Source: an optimization exercise on an open RTL-to-GDS flow (aim: small area). Production flows keep margins and buffers that such runs may drop.
The RTL of this run was laid out without a check of its function.
Power figures rest on the tool's default switching activity, not on a simulated workload.

<file path="design/flow/config.mk">
export PLATFORM = sky130hd
export DESIGN_NAME = processor
export DESIGN_NICKNAME = processor
export VERILOG_FILES = /design/flow/design.v
export SDC_FILE = /design/flow/constraint.sdc
export NUM_CORES = 8
export LEC_CHECK = 0
export CAP_MARGIN = 20
export CORE_MARGIN = 2
export CORE_UTILIZATION = 40
export PLACE_DENSITY = 0.6
export SETUP_SLACK_MARGIN = 0.5
export SLEW_MARGIN = 20
</file>
<file path="design/flow/run.sh">
#!/bin/bash
# synth_recipe.tcl (not shown) runs the flow's synth.tcl, then flattens the netlist and writes it again
# the make line also repeats each setting of config.mk as NAME=value (left out here)
make -C /OpenROAD-flow-scripts/flow DESIGN_CONFIG=/design/flow/config.mk WORK_HOME=/design/flow/orfs CLKGATE_MAP_FILE= SYNTH_SCRIPT=/design/flow/synth_recipe.tcl finish
</file>
<file path="design/flow/constraint.sdc">
create_clock -name core_clock -period 10.0 [get_ports {clk}]
set_input_delay 2.0000 -clock core_clock [delete_from_list [all_inputs] [get_ports {clk}]]
set_output_delay 2.0000 -clock core_clock [all_outputs]
set_load 0.01 [all_outputs]
</file>
<file path="design/flow/design.v">
`default_nettype none
module processor( input         clk, reset,
                  output [31:0] PC,
                  input  [31:0] instruction,
                  output        WE,
                  output [31:0] address_to_mem,
                  output [31:0] data_to_mem,
                  input  [31:0] data_from_mem
                );
	wire branchJalr_w, branchJal_w, branchBeq_w, branchBne_w, regWrite_w, memToReg_w, memWrite_w, aluSrc_w, auiControl_w;
	wire[2:0] immControl_w;
	wire[3:0] aluControl_w;
	wire[31:0] immOp_w;
	wire[31:0] srcA_w, srcB_w;
	wire[31:0] rs2_w;
	wire zero_w;
	wire[31:0] aluOut_w;
	wire[31:0] wd3_w;
	wire[31:0] pc_plus_4_w, pc_plus_imm_w;
	wire[31:0] branchmux_to_datamux_w;
	wire[31:0] PCn_w, PC_w;
	wire[31:0] auimuxout_w;
	control_unit CONTROL_UNIT(instruction, branchJalr_w, branchJal_w, branchBeq_w, branchBne_w, regWrite_w, memToReg_w, 					  memWrite_w, aluSrc_w, auiControl_w,aluControl_w, immControl_w);
	imm_decoder IMM_DECODER( instruction[31:7], immControl_w, immOp_w);
	mux2_1 ALU_MUX(rs2_w, immOp_w, aluSrc_w, srcB_w);
	ALU ALU_3000(srcA_w, srcB_w, aluControl_w, zero_w, aluOut_w);
	GPR_set GPR_SET(instruction[19:15], instruction[24:20], instruction[11:7], wd3_w, regWrite_w, srcA_w, rs2_w, clk);
	assign address_to_mem = auimuxout_w;
	assign data_to_mem = rs2_w;
	assign WE = memWrite_w;
	mux2_1 BRANCH_WRITE_MUX(auimuxout_w, pc_plus_4_w, branchJalr_w | branchJal_w, branchmux_to_datamux_w);
	mux2_1 DATA_MUX(branchmux_to_datamux_w, data_from_mem, memToReg_w, wd3_w);
	mux2_1 AUIPC_MUX(aluOut_w, pc_plus_imm_w, auiControl_w, auimuxout_w);
	mux3_1 PC_MUX(pc_plus_4_w, aluOut_w, pc_plus_imm_w, (branchBeq_w & zero_w) | (branchBne_w & ~zero_w) | branchJal_w, branchJalr_w, PCn_w);
	pc_passer PC_PASSER(PCn_w, clk, reset, PC_w);
	assign PC = PC_w;
	adder_4 PC_4_ADDER(PC_w, pc_plus_4_w);
	adder_32 PC_IMM_ADDER(immOp_w, PC_w, pc_plus_imm_w);
endmodule
`default_nettype wire
module mux2_1(input[31:0] d0, d1,input s, output[31:0] y);
  assign y = s ? d1 : d0;
endmodule
module mux3_1(input[31:0] d0, d1, d2, input s1, s0, output[31:0] y);
	wire[31:0] w0;
	mux2_1 A(d0, d2, s1, w0);
	mux2_1 B(w0, d1, s0, y);
endmodule 
module GPR_set(input[4:0] a1, a2, a3, input[31:0] wd3, input we3, output reg[31:0] rd1, rd2, input clk);
	reg [31:0] regs[31:0];
	always@(*) begin	
		rd1 = (a1 == 0) ? 32'b0 : regs[a1];
		rd2 = (a2 == 0) ? 32'b0 : regs[a2];
	end
	always@(posedge clk) begin
		if(we3) regs[a3]<=wd3;	
	end
endmodule
module adder_32(input[31:0] a1, a2, output [31:0] y);
	assign y = a1 + a2;
endmodule
module adder_4(input[31:0] a1, output [31:0] y);
	assign y = a1 + 4;
endmodule
module ALU(input signed [31:0] srcA, srcB, input[3:0] ALUControl, output reg zero, output reg[31:0] ALUOut);
	always@(*) begin
		case(ALUControl)
			4'b0000:  ALUOut = srcA + srcB;
			4'b0001:  ALUOut = srcA - srcB;
			4'b0010:  ALUOut = (srcA < srcB) ? 1 : 0 ;
			4'b0011:  ALUOut = srcA & srcB;
			4'b0100:  ALUOut = { srcA[31:24] + srcB[31:24], srcA[23:16] + srcB[23:16], srcA[15:8] + srcB[15:8], srcA[7:0] + srcB[7:0]};
			4'b0101:  ALUOut = { srcB[31:12], 12'b0};
			4'b0110:  ALUOut = srcA << srcB[4:0];
			4'b0111:  ALUOut = ( $unsigned(srcA) >> (srcB[4:0]) );
			4'b1000:  ALUOut = ( $signed(srcA) >>> (srcB[4:0]) );
		default:
			ALUOut = 32'b11111111111111111111111111111111;
		endcase
		if(ALUOut == 0) zero = 1;
		else zero = 0;
	end
endmodule
module imm_decoder(input[31:7] imm, input[2:0] immControl, output reg[31:0] immOp);
	always@(*) begin
		case(immControl)
			3'b000: immOp = { {20{imm[31]}}, imm[31:20] };
			3'b001: immOp = { {20{imm[31]}}, imm[31:25], imm[11:7] };
			3'b010: immOp = { {19{imm[31]}}, imm[31], imm[7], imm[30:25], imm[11:8], 1'b0 };
			3'b011: immOp = { imm[31:12], 12'b0 };
			3'b100: immOp = { {11{imm[31]}}, imm[31], imm[19:12], imm[20], imm[30:21], 1'b0 };
		default:
			immOp = 32'b0;
		endcase
	end
endmodule
module control_unit(input[31:0] instr, output reg branchJalr, branchJal, branchBeq, branchBne, regWrite, memToReg, memWrite, aluSrc, auiControl_w 						,output reg[3:0] aluControl, output reg[2:0] immControl);
	always@(*)begin
		immControl = 3'b111;
		aluSrc = 0;
		aluControl = 4'b0000;
		memWrite = 0;
		memToReg = 0;
		regWrite = 0;
		branchBeq = 0;
		branchBne = 0;
		branchJal = 0;
		branchJalr = 0;
		auiControl_w = 0;
		case(instr[6:0])
			7'b0110011: begin
				case(instr[14:12])
					3'b000: begin
						case(instr[31:25])
							7'b0000000: begin
								immControl = 3'b000;
								aluSrc = 0;
								aluControl = 4'b0000;
								memWrite = 0;
								memToReg = 0;
								regWrite = 1;
								branchBeq = 0;
								branchJal = 0;
								branchJalr = 0;
								auiControl_w = 0;
							end
							7'b0100000: begin
								immControl = 3'b000;
								aluSrc = 0;
								aluControl = 4'b0001;
								memWrite = 0;
								memToReg = 0;
								regWrite = 1;
								branchBeq = 0;
								branchJal = 0;
								branchJalr = 0;
								auiControl_w = 0;
							end
						default: immControl = 3'b111;
						endcase
					end
					3'b111: begin
						immControl = 3'b000;
						aluSrc = 0;
						aluControl = 4'b0011;
						memWrite = 0;
						memToReg = 0;
						regWrite = 1;
						branchBeq = 0;
						branchJal = 0;
						branchJalr = 0;
						auiControl_w = 0;
					end
					3'b010: begin
						immControl = 3'b000;
						aluSrc = 0;
						aluControl = 4'b0010;
						memWrite = 0;
						memToReg = 0;
						regWrite = 1;
						branchBeq = 0;
						branchJal = 0;
						branchJalr = 0;
						auiControl_w = 0;
					end
					3'b001: begin
						immControl = 3'b000;
						aluSrc = 0;
						aluControl = 4'b0110;
						memWrite = 0;
						memToReg = 0;
						regWrite = 1;
						branchBeq = 0;
						branchJal = 0;
						branchJalr = 0;
						auiControl_w = 0;
					end
					3'b101: begin
						case(instr[31:25])
							7'b0000000: begin
								immControl = 3'b000;
								aluSrc = 0;
								aluControl = 4'b0111;
								memWrite = 0;
								memToReg = 0;
								regWrite = 1;
								branchBeq = 0;
								branchJal = 0;
								branchJalr = 0;
								auiControl_w = 0;
							end
							7'b0100000: begin
								immControl = 3'b000;
								aluSrc = 0;
								aluControl = 4'b1000;
								memWrite = 0;
								memToReg = 0;
								regWrite = 1;
								branchBeq = 0;
								branchJal = 0;
								branchJalr = 0;
								auiControl_w = 0;
							end
						default: immControl = 3'b111;
						endcase
					end
				default: immControl = 3'b111;
				endcase
			end
			7'b0010011: begin
				immControl = 3'b000;
				aluSrc = 1;
				aluControl = 4'b0000;
				memWrite = 0;
				memToReg = 0;
				regWrite = 1;
				branchBeq = 0;
				branchJal = 0;
				branchJalr = 0;
				auiControl_w = 0;
				case(instr[14:12])
					3'b001: aluControl = 4'b0110;
					3'b101: begin
						case(instr[31:25])
							7'b0000000: aluControl = 4'b0111;
							7'b0100000: aluControl = 4'b1000;
						default: regWrite = 0;
						endcase
					end
				default: ;
				endcase
			end
			7'b0000011: begin
				immControl = 3'b000;
				aluSrc = 1;
				aluControl = 4'b0000;
				memWrite = 0;
				memToReg = 1;
				regWrite = 1;
				branchBeq = 0;
				branchJal = 0;
				branchJalr = 0;
				auiControl_w = 0;
			end
			7'b1100111: begin
				immControl = 3'b000;
				aluSrc = 1;
				aluControl = 4'b0000;
				memWrite = 0;
				memToReg = 0;
				regWrite = 1;
				branchBeq = 0;
				branchJal = 0;
				branchJalr = 1;
				auiControl_w = 0;
			end
			7'b1100011: begin
				immControl = 3'b010;
				aluSrc = 0;
				aluControl = 4'b0001;
				memWrite = 0;
				memToReg = 0;
				regWrite = 0;
				branchBeq = (instr[14:12] != 3'b001);
				branchBne = (instr[14:12] == 3'b001);
				branchJal = 0;
				branchJalr = 0;
				auiControl_w = 0;
			end
			7'b0100011: begin
				immControl = 3'b001;
				aluSrc = 1;
				aluControl = 4'b0000;
				memWrite = 1;
				memToReg = 1;
				regWrite = 0;
				branchBeq = 0;
				branchJal = 0;
				branchJalr = 0;
				auiControl_w = 0;
			end
			7'b0110111: begin
				immControl = 3'b011;
				aluSrc = 1;
				aluControl = 4'b0101;
				memWrite = 0;
				memToReg = 0;
				regWrite = 1;
				branchBeq = 0;
				branchJal = 0;
				branchJalr = 0;
				auiControl_w = 0;	
			end
			7'b1101111: begin
				immControl = 3'b100;
				aluSrc = 0;
				aluControl = 4'b0000;
				memWrite = 0;
				memToReg = 0;
				regWrite = 1;
				branchBeq = 0;
				branchJal = 1;
				branchJalr = 0;
				auiControl_w = 0;
			end
			7'b0001011: begin
				immControl = 3'b000;
				aluSrc = 0;
				aluControl = 4'b0100;
				memWrite = 0;
				memToReg = 0;
				regWrite = 1;
				branchBeq = 0;
				branchJal = 0;
				branchJalr = 0;
				auiControl_w = 0;
			end
			7'b0010111: begin
				immControl = 3'b011;
				aluSrc = 1;
				aluControl = 4'b0100;
				memWrite = 0;
				memToReg = 0;
				regWrite = 1;
				branchBeq = 0;
				branchJal = 0;
				branchJalr = 0;
				auiControl_w = 1;
			end
		default: immControl = 3'b111;	
		endcase
	end
endmodule
module pc_passer(input[31:0] PCn, input clk, input reset, output reg[31:0] PC);
	always@(posedge clk) begin
		if(reset == 1) PC <= 32'b0;
		else PC <= PCn;
	end
endmodule
</file>
==> metrics.md <==
| Metric | Value |
|---|---|
| Util after Layout | `0.5076` |
| Synth Cell Area | `0.06238 mm^2` |
| Clock Skew | `roughly 0.084 ns` |
| Starting Density | `0.4040` |
| Standard cell core area | `0.1544 mm^2` |
| CP max stage delay | `0.49 ns` |
| Die area | `0.1591 mm^2` |
| CTS tree | `done` |
| Layout cell share with drive strength beyond 1 | `0.3593` |
| Synth top area share | `0.4929` |
| Hold-fix buffers, CTS | `0` |
| Hold Vio Cnt, Final | `0` |
| Syn nets | `4724` |
| R2R depth | `31` |
| Post-DP HPWL | `191.5 mm` |
| Rows | `144` |
| Worst Hold Launch | `PC_PASSER.PC[31]` |
| Reg-to-Reg End | `PC_PASSER.PC[0]` |
| Min Hold Slack | `0.7539 ns` |
| Top post-synthesis cells by area | `edfxtp_1 (49%), mux4_2 (18%), mux2i_1 (4.8%)` |
| Final net count | `5603` |
| Max-slew headroom | `0.1845` |
| Num CTS Buffers | `~110` |
| Syn. warnings | `5` |
| Final WL | `268.6 mm` |
| Max Slew Vio Count | `0` |
| Worst Hold Depth | `3` |
| P&R area growth vs syn | `25.65%` |
| RR Startpoint | `GPR_SET.regs[2][0]` |
| Setup Crit Path Kind | `in2out` |
| Synth cell types | `113` |
| Routability cong. | `~1` |
| Max Fclk | `105.9 MHz` |
| Number of remaining DRC errors | `0` |
| Fraction of the yosys area taken by sequential cells | `0.5032` |
| Die Y | `398.9 um` |
| Hold Path End | `PC_PASSER.PC[31]` |
| First-pass GRT wire length | `approximately 370 mm` |
| Ports | `163` |
| Avg Cell Area, Syn | `between 10 and 15 um^2` |
| P_leak | `28.29 nW` |
| Power per standard cell area | `179.8 mW/mm^2` |
| Tot Pwr | `0.01409 W` |
| Clk slew on worst S/H paths | `0.06 ns` |
| Worst hold path type | `reg2reg` |
| Area leader, netlist | `edfxtp_1` |
| DR vias | `approximately 49000` |
| Setup WS pre-CTS | `-0.5773 ns` |
| Primary FF master, synth | `edfxtp_1` |
| Fin worst setup slack | `0.5571 ns` |
| Initial DRC Count | `6284` |
| Vias in the first global route | `47959` |
| Clk buf depth | `3` |
| Fin crit period | `between 9 and 10 ns` |
| Status | `complete, no violations` |
| Post-synth EDFFs | `between 1000 and 1500` |
| Worst-Margin Slew | `1.220 ns` |
| Drt pass-1 iters | `7` |
| Setup TNS | `0 ns` |
| Post-synthesis register bit count | `1056` |
| PortBufs | `162` |
| CP Launch Type | `input pin` |
| TritonCTS Sinks | `around 1100` |
| Post-synthesis cell count | `4555` |
| DR vias/cell | `6.465` |
| VDD IR max | `roughly 0.17 mV` |
| Final setup viols | `0` |
| Initial antenna violation count | `13` |
| Number of max-cap violations | `0` |
| Total GRT Usage | `0.3328` |
| WP data required | `8.00 ns` |
| Die width | `398.9 um` |
| Clock root buffer | `clkbuf_16` |
| Asr flop ratio synth | `0` |
| Arrival @ worst endpoint | `7.44 ns` |
| Most frequent cells after synthesis | `edfxtp_1 (1024), mux4_2 (485), nand2_1 (301)` |
| Slowest-stage cell, CP | `mux4_2` |
| Crit Path Max Fanout | `8` |
| CP endpoint kind | `output pin` |
| Most common cell on crit path | `buf_4` |
| DRT antenna net count | `0` |
| Clock latency on the worst-skew pair | `0.75 ns` |
| Most numerous cell in the Yosys netlist | `edfxtp_1` |
| RSZ-0062 raised after global routing | `yes` |
| Drt wl/cell | `35.46 um` |
| Final period util | `0.9443` |
| Largest net degree at the start of global routing | `63` |
| Maximum level of the CTS H-tree | `3` |
| Reg2Reg Setup Slack | `~2.8 ns` |
| Grt ovf | `0` |
[placed cells by master, fill, tap and decap left out, types with 68 or more instances in the layout]
master,n
mux4_2,485
a21oi_1,208
o21ai_0,93
edfxtp_1,1024
inv_1,90
buf_4,832
nand2_1,287
mux2i_1,294
clkbuf_16,121
ha_1,85
nor2b_1,77
a21o_1,68
clkdlybuf4s50_1,117
nor2_1,249
[state kept, by name, indices dropped and copies added (netlist names)]
register,cells
PC_PASSER.PC,32
GPR_SET.regs,1024
[metal layers]
| layer | track usage | part of all wire | vias to the layer above |
|---|---|---|---|
| met5 | 0 | 0.00038 | - |
| met1 | 0.4359 | 0.38 | 25120 |
| met4 | 0.1627 | 0.058 | 16 |
| met3 | 0.07294 | 0.10 | 647 |
| li1 | - | - | 20241 |
| met2 | 0.5245 | 0.46 | 2941 |
[cell families (layout without fill, tap and decap cells)]
| group | count (synthesis) | count (layout) | share of synthesized area |
|---|---|---|---|
| AO/OA/AOI/OAI | 1018 | 1018 | 0.1130 |
| XOR/XNOR | 89 | 89 | 0.01250 |
| adder cells (fa/ha/maj) | 103 | 103 | 0.02138 |
| buffers and inverters | 448 | 1420 | 0.03666 |
| flip-flops | 1056 | 1056 | 0.5032 |
| multiplexers | 822 | 822 | 0.2306 |
| other | 0 | 3 | 0 |
| AND/OR/NAND/NOR | 1019 | 1019 | 0.08269 |
[worst max-delay path, delay by kind of cell]
kind	cells	cell delay (ns)
compound gates	10	1.60
simple gates	5	1.02
mux	2	0.98
fa+ha+maj	1	0.23
buf+inv	10	1.57
[report_power, final]
part | internal (W) | leakage [nW] | switching, W
combinational | 0.00169 | 17.0 | 0.00270
clock | 0.00246 | 1.84 | 0.00182
sequential | 0.00541 | 9.44 | 0.0000103
[timing repair]
action | in CTS | in global routing
setup endpoints to repair | 27 | 28
buffers inserted | 25 | 46
resized for setup | 207 | 190
gates cloned | 0 | 4
pin swaps | 45 | 87
[per-stage QoR]
step                      area [um^2]  instances
after floorplan                 62630       4555
after global placement          72530       7287
after detailed placement        72530       7287
after CTS                       77200       7520
after global routing            78380       7572
final                           78380       7574
[cell type report]
cell class	count	area (um^2)
Inverter	100	377.9
Antenna cell	3	7.507
Timing Repair Buffer	1112	9932
Fill cell	13094	76020
Clock inverter	70	770.7
Sequential cell	1056	31390
Clock buffer	138	2985
Multi-Input combinational cell	3051	30360
Tap cell	2044	2557
[how the worst max path moves through the flow]
stage	from	end	cells after the start
final	instruction[20]	address_to_mem[31]	28
after global routing	instruction[20]	address_to_mem[28]	28
after CTS	instruction[18]	address_to_mem[27]	31
after detailed placement	instruction[28]	address_to_mem[31]	28
after global placement	instruction[20]	address_to_mem[13]	26
after floorplan	instruction[21]	address_to_mem[30]	29

port drivers added, routing unchanged:
The flow's constraints put no driver on any port. The routed layout listed below was extracted and timed again, unchanged, in two steps. Step 1, drivers: a clkbuf_16 drives clk and a buf_2 each remaining input, both assumed. Step 2, shift: input delay + t, output delay - t, t = (earliest + latest rising clock arrival at the registers) / 2. This alone moves slack from input paths to output paths. Slacks: ideal ports / drivers / drivers and shift; pairs: ideal ports / drivers.
t (ns): 0.796
setup slack, ns: 0.557 / 0.432 / 0.432
worst register clock-pin slew, ns: 0.07 / 0.07
worst data-port slew with drivers (ns): 0.16
After both steps setup and hold are still met in this run. The setup slack of this run moves by -0.125 ns with the drivers and by -0.125 ns with both steps.
